From an optimization exercise on the open Yosys and OpenROAD flow, aimed at small area, a short achievable clock period and few clock cycles per item; shortcuts taken in it are not production practice.
Where RTL was checked, it was by simulation tests only, not by an equivalence proof against the original.

==> inputs of try-indigo <==
## systolic_array
module systolic_array #(
    parameter DATAWIDTH = 16,
    parameter N_SIZE = 4
) (
    input clk, rst_n,
    input valid_in,
    input [N_SIZE*DATAWIDTH-1:0] matrix_a_in,  
    input [N_SIZE*DATAWIDTH-1:0] matrix_b_in,  
    output reg valid_out,
    output [N_SIZE*DATAWIDTH*2-1:0] matrix_out  
);
    reg [4:0] cnt;
    reg ld;          
    always @(posedge clk or negedge rst_n) begin
        if (!rst_n) begin
            cnt <= 5'd0;
            valid_out <= 1'b0;
            ld <= 1'b1;
        end else begin
            ld <= (cnt == 5'd0) || (cnt == 5'd1) || (cnt == 5'd2) || (cnt == 5'd18);
            if (cnt == 5'd0)
                cnt <= valid_in ? 5'd1 : 5'd0;
            else if (cnt == 5'd18)
                cnt <= 5'd0;
            else
                cnt <= cnt + 5'd1;
            valid_out <= (cnt == 5'd5) || (cnt == 5'd9) || (cnt == 5'd13) || (cnt == 5'd17);
        end
    end
    reg last;
    always @(posedge clk)
        last <= (cnt[1:0] == 2'd0);
    reg [15:0] ra1_0, ra1_1, ra1_2, ra1_3;
    reg [15:0] ra2_0, ra2_1, ra2_2, ra2_3;
    reg [15:0] ra3_0, ra3_1, ra3_2, ra3_3;
    reg [63:0] rb0, rb1, rb2, rb3;
    always @(posedge clk) begin
        ra1_0 <= matrix_a_in[16 +: 16];
        ra2_0 <= ld ? matrix_a_in[32 +: 16] : ra2_3;
        ra3_0 <= ld ? matrix_a_in[48 +: 16] : ra3_3;
        rb0 <= ld ? matrix_b_in : rb3;
        ra1_1 <= ra1_0; ra1_2 <= ra1_1; ra1_3 <= ra1_2;
  ...
Settings: LEC_CHECK=0, CAP_MARGIN=20, CORE_MARGIN=2, CORE_UTILIZATION=40, SLEW_MARGIN=20; clock period 10.0 ns.
standard.sh (not shown) runs the stock make flow with config.mk's settings and CLKGATE_MAP_FILE= SYNTH_SCRIPT=/design/flow/synth_recipe.tcl, a recipe that flattens the netlist after the stock synthesis.
==> flow/flow/run.sh <==
#!/bin/bash
# Layout flow: the standard ORFS flow (standard.sh) with three changes:
#  - after the standard synthesis, flow/fixpol.py removes most of the inverters that
#    Yosys' full-adder extraction leaves between full adders (each full adder may be used
#    in its inverted form, since FA(~a,~b,~c) = ~FA(a,b,c)); registers are not touched;
#  - the repair steps aim for a larger setup slack margin, so that the paths end well
#    below the 10 ns clock period; the SDC and the period are the standard flow's own;
#  - port buffers are buf_2, and the clock tree uses larger sink clusters.
set -euo pipefail
R=orfs/results/sky130hd/systolic_array/base
ARGS="SETUP_SLACK_MARGIN=6.65 CORE_UTILIZATION=65 CTS_CLUSTER_SIZE=30 CTS_CLUSTER_DIAMETER=60"
bash standard.sh synth > standard_synth.log 2>&1
cp $R/1_2_yosys.v $R/1_2_yosys.standard.v
python3 flow/fixpol.py $R/1_2_yosys.standard.v $R/1_2_yosys.v > fixpol.log 2>&1
bash standard.sh $ARGS BUFFER_PORTS_ARGS='-buffer_cell sky130_fd_sc_hd__buf_2' CTS_ARGS='-sink_clustering_enable -repair_clock_nets -sink_clustering_size 15 -sink_clustering_max_diameter 60 -sink_clustering_buffer sky130_fd_sc_hd__clkbuf_8' finish > standard_flow.log 2>&1
Other scripts of this flow, unchanged in this note and not shown: flow/flow/fixpol.py
==> inputs of try-yarrow, as changes to try-indigo <==
--- a/flow/design.v
+++ b/flow/design.v
@@ -30,17 +30,17 @@
     reg last;
     always @(posedge clk)
         last <= (cnt[1:0] == 2'd0);
     reg [15:0] ra1_0, ra1_1, ra1_2, ra1_3;
     reg [15:0] ra2_0, ra2_1, ra2_2, ra2_3;
     reg [15:0] ra3_0, ra3_1, ra3_2, ra3_3;
     reg [63:0] rb0, rb1, rb2, rb3;
     always @(posedge clk) begin
-        ra1_0 <= matrix_a_in[16 +: 16];
+        ra1_0 <= ld ? matrix_a_in[16 +: 16] : ra1_3;
         ra2_0 <= ld ? matrix_a_in[32 +: 16] : ra2_3;
         ra3_0 <= ld ? matrix_a_in[48 +: 16] : ra3_3;
         rb0 <= ld ? matrix_b_in : rb3;
         ra1_1 <= ra1_0; ra1_2 <= ra1_1; ra1_3 <= ra1_2;
         ra2_1 <= ra2_0; ra2_2 <= ra2_1; ra2_3 <= ra2_2;
         ra3_1 <= ra3_0; ra3_2 <= ra3_1; ra3_3 <= ra3_2;
         rb1 <= rb0; rb2 <= rb1; rb3 <= rb2;
     end
==> flow/flow/run.sh (replaced) <==
#!/bin/bash
# Layout flow: the standard ORFS flow (standard.sh) with three changes:
#  - after the standard synthesis, flow/fixpol.py removes most of the inverters that
#    Yosys' full-adder extraction leaves between full adders (each full adder may be used
#    in its inverted form, since FA(~a,~b,~c) = ~FA(a,b,c)); registers are not touched;
#  - the repair steps aim for a larger setup slack margin, so that the paths end well
#    below the 10 ns clock period; the SDC and the period are the standard flow's own;
#  - port buffers are buf_2, and the clock tree uses larger sink clusters.
set -euo pipefail
R=orfs/results/sky130hd/systolic_array/base
ARGS="SETUP_SLACK_MARGIN=6.7 CORE_UTILIZATION=65 CTS_CLUSTER_SIZE=30 CTS_CLUSTER_DIAMETER=60"
bash standard.sh synth > standard_synth.log 2>&1
cp $R/1_2_yosys.v $R/1_2_yosys.standard.v
python3 flow/fixpol.py $R/1_2_yosys.standard.v $R/1_2_yosys.v > fixpol.log 2>&1
bash standard.sh $ARGS BUFFER_PORTS_ARGS='-buffer_cell sky130_fd_sc_hd__buf_2' finish > standard_flow.log 2>&1
==> summary.md <==
| Metric | Value |
|---|---|
| Status | complete, no violations |
| Fin crit share | 33.5% |
| Hold path endpoint | ra1_3[13] |
| Setup Buffers After CTS | 37 |
| HPWL after DPL | 74900 um |
That was try-indigo.
==> summary.md <==
| Metric | Value |
|---|---|
| Status | complete, no violations |
| Fin crit share | 33.9% |
| Hold path endpoint | ra1_3[3] |
| HPWL after DPL | 80300 um |
| Cells after synthesis | 4031 |
That was try-yarrow.
Testbench counts of try-indigo, summed over its fixed seeds: cycles 14,592, matrices 768.
For try-yarrow, only the layout was checked, not whether the RTL still works.

==> run a: inputs <==
Another version of the RTL of systolic_array (not shown whole).
clock: 10.0 ns
lec_check: 0
cap_margin: 20
core_margin: 2
core_utilization: 40
slew_margin: 20
==> flow/flow/run.sh <==
#!/bin/bash
# Layout flow: the standard ORFS flow (standard.sh) with three changes:
#  - after the standard synthesis, flow/fixpol.py removes most of the inverters that
#    Yosys' full-adder extraction leaves between full adders (each full adder may be used
#    in its inverted form, since FA(~a,~b,~c) = ~FA(a,b,c)); registers are not touched;
#  - the repair steps aim for a larger setup slack margin, so that the paths end well
#    below the 10 ns clock period; the SDC and the period are the standard flow's own;
#  - port buffers are buf_2, and the clock tree uses larger sink clusters.
set -euo pipefail
R=orfs/results/sky130hd/systolic_array/base
ARGS="SETUP_SLACK_MARGIN=6.7 CORE_UTILIZATION=65 CTS_CLUSTER_SIZE=30 CTS_CLUSTER_DIAMETER=60"
bash standard.sh synth > standard_synth.log 2>&1
cp $R/1_2_yosys.v $R/1_2_yosys.standard.v
python3 flow/fixpol.py $R/1_2_yosys.standard.v $R/1_2_yosys.v > fixpol.log 2>&1
bash standard.sh $ARGS BUFFER_PORTS_ARGS='-buffer_cell sky130_fd_sc_hd__buf_2' CTS_ARGS='-sink_clustering_enable -repair_clock_nets -sink_clustering_size 15 -sink_clustering_max_diameter 60 -sink_clustering_buffer sky130_fd_sc_hd__clkbuf_8' finish > standard_flow.log 2>&1
Other scripts of this flow, unchanged in this note and not shown: flow/flow/fixpol.py
==> run b (differences from run a) <==
--- a/flow/flow/run.sh
+++ b/flow/flow/run.sh
@@ -10,3 +10,3 @@
 R=orfs/results/sky130hd/systolic_array/base
-ARGS="SETUP_SLACK_MARGIN=6.7 CORE_UTILIZATION=65 CTS_CLUSTER_SIZE=30 CTS_CLUSTER_DIAMETER=60"
+ARGS="GPL_TIMING_DRIVEN=0 SETUP_SLACK_MARGIN=6.7 CORE_UTILIZATION=65 CTS_CLUSTER_SIZE=30 CTS_CLUSTER_DIAMETER=60"
 bash standard.sh synth > standard_synth.log 2>&1
@@ -14,2 +14,2 @@
 python3 flow/fixpol.py $R/1_2_yosys.standard.v $R/1_2_yosys.v > fixpol.log 2>&1
-bash standard.sh $ARGS BUFFER_PORTS_ARGS='-buffer_cell sky130_fd_sc_hd__buf_2' CTS_ARGS='-sink_clustering_enable -repair_clock_nets -sink_clustering_size 15 -sink_clustering_max_diameter 60 -sink_clustering_buffer sky130_fd_sc_hd__clkbuf_8' finish > standard_flow.log 2>&1
+bash standard.sh $ARGS BUFFER_PORTS_ARGS='-buffer_cell sky130_fd_sc_hd__buf_2' finish > standard_flow.log 2>&1
==> summary.txt <==
----------------------------------------------------
[CTS]
  Inserted Clock Buffers ... 85
  Worst-Skew Late Latency ... 0.65 ns

[GRT]
  Met1 track demand over resource in global routing ... between 40% and 50%

[Setup path]
  CP arrival ... 3.89 ns

[Status]
  Run status ... no timing/DRC/antenna violations

[Placed design]
  Routability congestion estimate ... 0.894
  Placed Cells ... between 5,000 and 6,000

[Cells and area]
  Clock buf count ... 94

[STA]
  Worst slew slack as a fraction of its limit ... 30.1%

[Routing]
  Vias after detailed routing ... 32,760

----------------------------------------------------
Source of the figures above: run a

==> summary.txt <==
----------------------------------------------------
[Routing]
  Vias after detailed routing ... ~37,000

[CTS]
  Worst-Skew Late Latency ... around 0.70 ns
  Inserted Clock Buffers ... 53
  Clock tree root buffer cell ... sky130_fd_sc_hd__clkbuf_16

[STA]
  Minimum setup slack in the final design ... 6.34 ns

[Status]
  Run status ... no timing/DRC/antenna violations

[Placed design]
  Routability congestion estimate ... 1.08
  Placed Cells ... 5,412

[GRT]
  Met1 track demand over resource in global routing ... between 50% and 60%

[Setup path]
  CP arrival ... 4.24 ns

[Cells and area]
  Clock buf count ... 57

----------------------------------------------------
Source of the figures above: run b

Testbench counts of run a, summed over its fixed seeds: cycles 14,592, matrices 768.
Testbench counts of run b, summed over its fixed seeds: cycles 14,592, matrices 768.

==> branch violet: inputs <==
Starting RTL as in the previous note.
Settings: LEC_CHECK=0, CAP_MARGIN=20, CORE_MARGIN=2, CORE_UTILIZATION=40, SLEW_MARGIN=20; clock period 10.0 ns.
==> flow/flow/run.sh <==
#!/bin/bash
# Layout flow: the standard ORFS flow (standard.sh) with three changes:
#  - after the standard synthesis, flow/fixpol.py removes most of the inverters that
#    Yosys' full-adder extraction leaves between full adders (each full adder may be used
#    in its inverted form, since FA(~a,~b,~c) = ~FA(a,b,c)); registers are not touched;
#  - the repair steps aim for a larger setup slack margin, so that the paths end well
#    below the 10 ns clock period; the SDC and the period are the standard flow's own;
#  - port buffers are buf_2, and the clock tree uses larger sink clusters.
set -euo pipefail
R=orfs/results/sky130hd/systolic_array/base
ARGS="TNS_END_PERCENT=40 SETUP_SLACK_MARGIN=6.7 CORE_UTILIZATION=65 CTS_CLUSTER_SIZE=30 CTS_CLUSTER_DIAMETER=60"
bash standard.sh synth > standard_synth.log 2>&1
cp $R/1_2_yosys.v $R/1_2_yosys.standard.v
python3 flow/fixpol.py $R/1_2_yosys.standard.v $R/1_2_yosys.v > fixpol.log 2>&1
bash standard.sh $ARGS BUFFER_PORTS_ARGS='-buffer_cell sky130_fd_sc_hd__buf_2' finish > standard_flow.log 2>&1
Other scripts of this flow, unchanged in this note and not shown: flow/flow/fixpol.py
==> branch raven: changes against branch violet <==
--- a/flow/flow/run.sh
+++ b/flow/flow/run.sh
@@ -9,5 +9,5 @@
 set -euo pipefail
 R=orfs/results/sky130hd/systolic_array/base
-ARGS="TNS_END_PERCENT=40 SETUP_SLACK_MARGIN=6.7 CORE_UTILIZATION=65 CTS_CLUSTER_SIZE=30 CTS_CLUSTER_DIAMETER=60"
+ARGS="SETUP_SLACK_MARGIN=6.7 CORE_UTILIZATION=60 CTS_CLUSTER_SIZE=30 CTS_CLUSTER_DIAMETER=60"
 bash standard.sh synth > standard_synth.log 2>&1
 cp $R/1_2_yosys.v $R/1_2_yosys.standard.v
==> comparison table <==
quantity                                                                      branch raven            branch violet
Total setup buffers inserted after CTS                                                  40                       31
Global-route met3 utilization                                                        8.73%                    8.13%
Via count of the first global-routing pass                                           33374                    33420
Proportion of layout cells with a drive suffix above 1                               19.8%                    19.3%
Total detailed-routing wirelength                                                   142 mm                   140 mm
Number of buffers created by CTS                                                        74                       61
Count of instances resized after the clock tree is built                               162                      172
Initial drt markers                                                                   3590                     3542
Per-cell via count in the routed design                                               6.00                     6.16
All-layer global routing usage                                                       31.1%                    32.6%
Width of the die                                                                    293 µm                   281 µm
Non-clock buffer count in the final layout                                             417                      421
Wire per inst                                                                      26.2 µm                  26.2 µm
Total vias in the final route                                                        32486                    32954
Fraction of the core area covered by cells at the end of the flow                    69.7%                    74.8%
Final period util                                                                    33.4%                    34.8%
Footprint of the multi-input gates                                              0.0292 mm²               0.0291 mm²
Area of the core region                                                         0.0822 mm²               0.0761 mm²
Status                                                             complete, no violations  complete, no violations
Instance area at placement                                                      0.0519 mm²               0.0518 mm²
Worst-case headroom to the max-slew limit                                            36.1%                    29.8%
First-pass GRT wire length                                                          202 mm                   196 mm
Capture point of the critical path                                                out0[31]                  pc2[17]
HPWL after detailed placement                                                      80.4 mm                  78.2 mm
Worst flop-to-flop path endpoint                                                  out0[31]                  pc2[17]
Testbench counts of branch violet, summed over its fixed seeds: cycles 14,592, matrices 768.
Testbench counts of branch raven, summed over its fixed seeds: cycles 14,592, matrices 768.

==> inputs of job 5652 <==
Another version of the RTL of systolic_array (not shown whole).
clock: 10.0 ns
lec_check: 0
cap_margin: 20
core_margin: 2
core_utilization: 40
slew_margin: 20
==> flow/flow/run.sh <==
#!/bin/bash
# Layout flow: the standard ORFS flow (standard.sh) with three changes:
#  - after the standard synthesis, flow/fixpol.py removes most of the inverters that
#    Yosys' full-adder extraction leaves between full adders (each full adder may be used
#    in its inverted form, since FA(~a,~b,~c) = ~FA(a,b,c)); registers are not touched;
#  - the repair steps aim for a larger setup slack margin, so that the paths end well
#    below the 10 ns clock period; the SDC and the period are the standard flow's own;
#  - port buffers are buf_2, and the clock tree uses larger sink clusters.
set -euo pipefail
R=orfs/results/sky130hd/systolic_array/base
ARGS="SETUP_SLACK_MARGIN=6.7 CORE_UTILIZATION=65 CTS_CLUSTER_SIZE=30 CTS_CLUSTER_DIAMETER=60"
bash standard.sh synth > standard_synth.log 2>&1
cp $R/1_2_yosys.v $R/1_2_yosys.standard.v
python3 flow/fixpol.py $R/1_2_yosys.standard.v $R/1_2_yosys.v > fixpol.log 2>&1
bash standard.sh $ARGS BUFFER_PORTS_ARGS='-buffer_cell sky130_fd_sc_hd__buf_2' finish > standard_flow.log 2>&1
Other scripts of this flow, unchanged in this note and not shown: flow/flow/fixpol.py
==> job 4603 (differences from job 5652) <==
--- a/flow/design.v
+++ b/flow/design.v
@@ -31,15 +31,15 @@
     always @(posedge clk)
         last <= (cnt[1:0] == 2'd0);
     reg [15:0] ra1_0, ra1_1, ra1_2, ra1_3;
     reg [15:0] ra2_0, ra2_1, ra2_2, ra2_3;
     reg [15:0] ra3_0, ra3_1, ra3_2, ra3_3;
     reg [63:0] rb0, rb1, rb2, rb3;
     always @(posedge clk) begin
-        ra1_0 <= matrix_a_in[16 +: 16];
+        ra1_0 <= ld ? matrix_a_in[16 +: 16] : ra1_3;
         ra2_0 <= ld ? matrix_a_in[32 +: 16] : ra2_3;
         ra3_0 <= ld ? matrix_a_in[48 +: 16] : ra3_3;
         rb0 <= ld ? matrix_b_in : rb3;
         ra1_1 <= ra1_0; ra1_2 <= ra1_1; ra1_3 <= ra1_2;
         ra2_1 <= ra2_0; ra2_2 <= ra2_1; ra2_3 <= ra2_2;
         ra3_1 <= ra3_0; ra3_2 <= ra3_1; ra3_3 <= ra3_2;
         rb1 <= rb0; rb2 <= rb1; rb3 <= rb2;
==> flow/flow/run.sh (replaced) <==
#!/bin/bash
# Layout flow: the standard ORFS flow (standard.sh) with three changes:
#  - after the standard synthesis, flow/fixpol.py removes most of the inverters that
#    Yosys' full-adder extraction leaves between full adders (each full adder may be used
#    in its inverted form, since FA(~a,~b,~c) = ~FA(a,b,c)); registers are not touched;
#  - the repair steps aim for a larger setup slack margin, so that the paths end well
#    below the 10 ns clock period; the SDC and the period are the standard flow's own;
#  - port buffers are buf_2, and the clock tree uses larger sink clusters.
set -euo pipefail
R=orfs/results/sky130hd/systolic_array/base
ARGS="SETUP_SLACK_MARGIN=6.6 CORE_UTILIZATION=75 CTS_CLUSTER_SIZE=30 CTS_CLUSTER_DIAMETER=60"
bash standard.sh synth > standard_synth.log 2>&1
cp $R/1_2_yosys.v $R/1_2_yosys.standard.v
python3 flow/fixpol.py $R/1_2_yosys.standard.v $R/1_2_yosys.v > fixpol.log 2>&1
bash standard.sh $ARGS BUFFER_PORTS_ARGS='-buffer_cell sky130_fd_sc_hd__buf_2' finish > standard_flow.log 2>&1
==> job 593 (differences from job 5652) <==
--- a/flow/design.v
+++ b/flow/design.v
@@ -31,15 +31,15 @@
     always @(posedge clk)
         last <= (cnt[1:0] == 2'd0);
     reg [15:0] ra1_0, ra1_1, ra1_2, ra1_3;
     reg [15:0] ra2_0, ra2_1, ra2_2, ra2_3;
     reg [15:0] ra3_0, ra3_1, ra3_2, ra3_3;
     reg [63:0] rb0, rb1, rb2, rb3;
     always @(posedge clk) begin
-        ra1_0 <= matrix_a_in[16 +: 16];
+        ra1_0 <= ld ? matrix_a_in[16 +: 16] : ra1_3;
         ra2_0 <= ld ? matrix_a_in[32 +: 16] : ra2_3;
         ra3_0 <= ld ? matrix_a_in[48 +: 16] : ra3_3;
         rb0 <= ld ? matrix_b_in : rb3;
         ra1_1 <= ra1_0; ra1_2 <= ra1_1; ra1_3 <= ra1_2;
         ra2_1 <= ra2_0; ra2_2 <= ra2_1; ra2_3 <= ra2_2;
         ra3_1 <= ra3_0; ra3_2 <= ra3_1; ra3_3 <= ra3_2;
         rb1 <= rb0; rb2 <= rb1; rb3 <= rb2;
==> flow/flow/run.sh (replaced) <==
#!/bin/bash
# Layout flow: the standard ORFS flow (standard.sh) with three changes:
#  - after the standard synthesis, flow/fixpol.py removes most of the inverters that
#    Yosys' full-adder extraction leaves between full adders (each full adder may be used
#    in its inverted form, since FA(~a,~b,~c) = ~FA(a,b,c)); registers are not touched;
#  - the repair steps aim for a larger setup slack margin, so that the paths end well
#    below the 10 ns clock period; the SDC and the period are the standard flow's own;
#  - port buffers are buf_2, and the clock tree uses larger sink clusters.
set -euo pipefail
R=orfs/results/sky130hd/systolic_array/base
ARGS="GPL_ROUTABILITY_DRIVEN=0 SETUP_SLACK_MARGIN=6.7 CORE_UTILIZATION=65 CTS_CLUSTER_SIZE=30 CTS_CLUSTER_DIAMETER=60"
bash standard.sh synth > standard_synth.log 2>&1
cp $R/1_2_yosys.v $R/1_2_yosys.standard.v
python3 flow/fixpol.py $R/1_2_yosys.standard.v $R/1_2_yosys.v > fixpol.log 2>&1
bash standard.sh $ARGS BUFFER_PORTS_ARGS='-buffer_cell sky130_fd_sc_hd__buf_2' finish > standard_flow.log 2>&1
==> job 4771 (differences from job 5652) <==
--- a/flow/design.v
+++ b/flow/design.v
@@ -31,15 +31,15 @@
     always @(posedge clk)
         last <= (cnt[1:0] == 2'd0);
     reg [15:0] ra1_0, ra1_1, ra1_2, ra1_3;
     reg [15:0] ra2_0, ra2_1, ra2_2, ra2_3;
     reg [15:0] ra3_0, ra3_1, ra3_2, ra3_3;
     reg [63:0] rb0, rb1, rb2, rb3;
     always @(posedge clk) begin
-        ra1_0 <= matrix_a_in[16 +: 16];
+        ra1_0 <= ld ? matrix_a_in[16 +: 16] : ra1_3;
         ra2_0 <= ld ? matrix_a_in[32 +: 16] : ra2_3;
         ra3_0 <= ld ? matrix_a_in[48 +: 16] : ra3_3;
         rb0 <= ld ? matrix_b_in : rb3;
         ra1_1 <= ra1_0; ra1_2 <= ra1_1; ra1_3 <= ra1_2;
         ra2_1 <= ra2_0; ra2_2 <= ra2_1; ra2_3 <= ra2_2;
         ra3_1 <= ra3_0; ra3_2 <= ra3_1; ra3_3 <= ra3_2;
         rb1 <= rb0; rb2 <= rb1; rb3 <= rb2;
--- a/flow/flow/run.sh
+++ b/flow/flow/run.sh
@@ -8,8 +8,8 @@
 #  - port buffers are buf_2, and the clock tree uses larger sink clusters.
 set -euo pipefail
 R=orfs/results/sky130hd/systolic_array/base
 ARGS="SETUP_SLACK_MARGIN=6.7 CORE_UTILIZATION=65 CTS_CLUSTER_SIZE=30 CTS_CLUSTER_DIAMETER=60"
 bash standard.sh synth > standard_synth.log 2>&1
 cp $R/1_2_yosys.v $R/1_2_yosys.standard.v
 python3 flow/fixpol.py $R/1_2_yosys.standard.v $R/1_2_yosys.v > fixpol.log 2>&1
-bash standard.sh $ARGS BUFFER_PORTS_ARGS='-buffer_cell sky130_fd_sc_hd__buf_2' finish > standard_flow.log 2>&1
+bash standard.sh $ARGS BUFFER_PORTS_ARGS='-buffer_cell sky130_fd_sc_hd__buf_1' finish > standard_flow.log 2>&1
==> summary.txt <==
|  | job 5652 | job 593 | job 4771 | job 4603 |
|---|---|---|---|---|
| Run status | complete, no violations | complete, no violations | complete, no violations | complete, no violations |
| Multi-In Gates | 2678 | 2701 | 2701 | 2701 |
| Setup Skew | 0.0487 ns | 0.0660 ns | 0.0444 ns | 0.0408 ns |
| Minimum setup slack after placement | 5.70 ns | 5.52 ns | 5.51 ns | 5.70 ns |
| Layout-stage area growth over the synthesis result | 13.1% | 14.2% | 13.8% | 11.0% |
| Met2 wirelength from detailed routing | 56200 um | 59800 um | 59700 um | 60500 um |
| Hpwl dp | 74700 um | 78100 um | 78200 um | 78200 um |
| Slowest cell on crit path | sky130_fd_sc_hd__fa_1 | sky130_fd_sc_hd__dfxtp_4 | sky130_fd_sc_hd__dfxtp_4 | sky130_fd_sc_hd__dfxtp_4 |
| Register share of the cell area | 0.353 | 0.348 | 0.349 | 0.357 |
| Clock buffer instance count of the final layout | 71 | 75 | 74 | 69 |
| Num CTS Buffers | 66 | 69 | 69 | 59 |
| Launch instance of the worst min-delay path | rb2[19]$_DFF_P_ | rb1[20]$_DFF_P_ | ra3_1[15]$_DFF_P_ | rb1[10]$_DFF_P_ |
| Summed instance area of the synthesized netlist | 49800 um^2 | 50000 um^2 | 50000 um^2 | 50000 um^2 |
| Fin worst setup slack | 6.65 ns | 6.70 ns | 6.56 ns | 6.50 ns |
| Detailed-routing iteration count for the pre-antenna-repair pass | 6 | 7 | 7 | 10 |
Testbench counts of job 4603, summed over its fixed seeds: cycles 14,592, matrices 768.
Testbench counts of job 593, summed over its fixed seeds: cycles 14,592, matrices 768.
Testbench counts of job 4771, summed over its fixed seeds: cycles 14,592, matrices 768.
No functional check of the RTL was part of job 5652.

## separate check: timing with driven ports
How much do the figures lean on ideal ports? The routed layouts below were timed once more, with nothing changed but the port constraints.
Step 1 (the two cells are an assumption about what drives the block):
set clk [get_ports {clk}]
set_driving_cell -lib_cell sky130_fd_sc_hd__clkbuf_16 $clk
set_driving_cell -lib_cell sky130_fd_sc_hd__buf_2 [delete_from_list [all_inputs] $clk]
Step 2 also shifts input and output timing later by t, the mid clock arrival at the registers, as if the neighbouring blocks saw the same clock.
Three values: ideal, step 1, step 2; two values: the first two.
| run | t, ns | slack for setup (ns) | worst hold slack (ns) | worst slew at a driven data input, ns |
|---|---|---|---|---|
| try-indigo | 0.697 | 6.652 / 6.652 / 6.652 | 0.324 / 0.324 / 0.324 | 0.09 |
| try-yarrow | 0.762 | 6.608 / 6.608 / 6.608 | 0.322 / 0.322 / 0.322 | 0.07 |
| run a | 0.707 | 6.655 / 6.655 / 6.655 | 0.312 / 0.312 / 0.312 | 0.07 |
| run b | 0.744 | 6.344 / 6.344 / 6.344 | 0.326 / 0.326 / 0.326 | 0.07 |
| branch violet | 0.756 | 6.522 / 6.522 / 6.522 | 0.315 / 0.315 / 0.315 | 0.10 |
| branch raven | 0.739 | 6.663 / 6.663 / 6.663 | 0.298 / 0.298 / 0.298 | 0.08 |
| job 5652 | 0.720 | 6.647 / 6.647 / 6.647 | 0.317 / 0.317 / 0.317 | 0.12 |
| job 4603 | 0.732 | 6.499 / 6.499 / 6.499 | 0.321 / 0.321 / 0.321 | 0.08 |
| job 593 | 0.722 | 6.696 / 6.696 / 6.696 | 0.315 / 0.315 / 0.315 | 0.07 |
| job 4771 | 0.718 | 6.557 / 6.557 / 6.557 | 0.319 / 0.319 / 0.319 | 0.08 |
After both steps setup and hold are still met in every run listed.
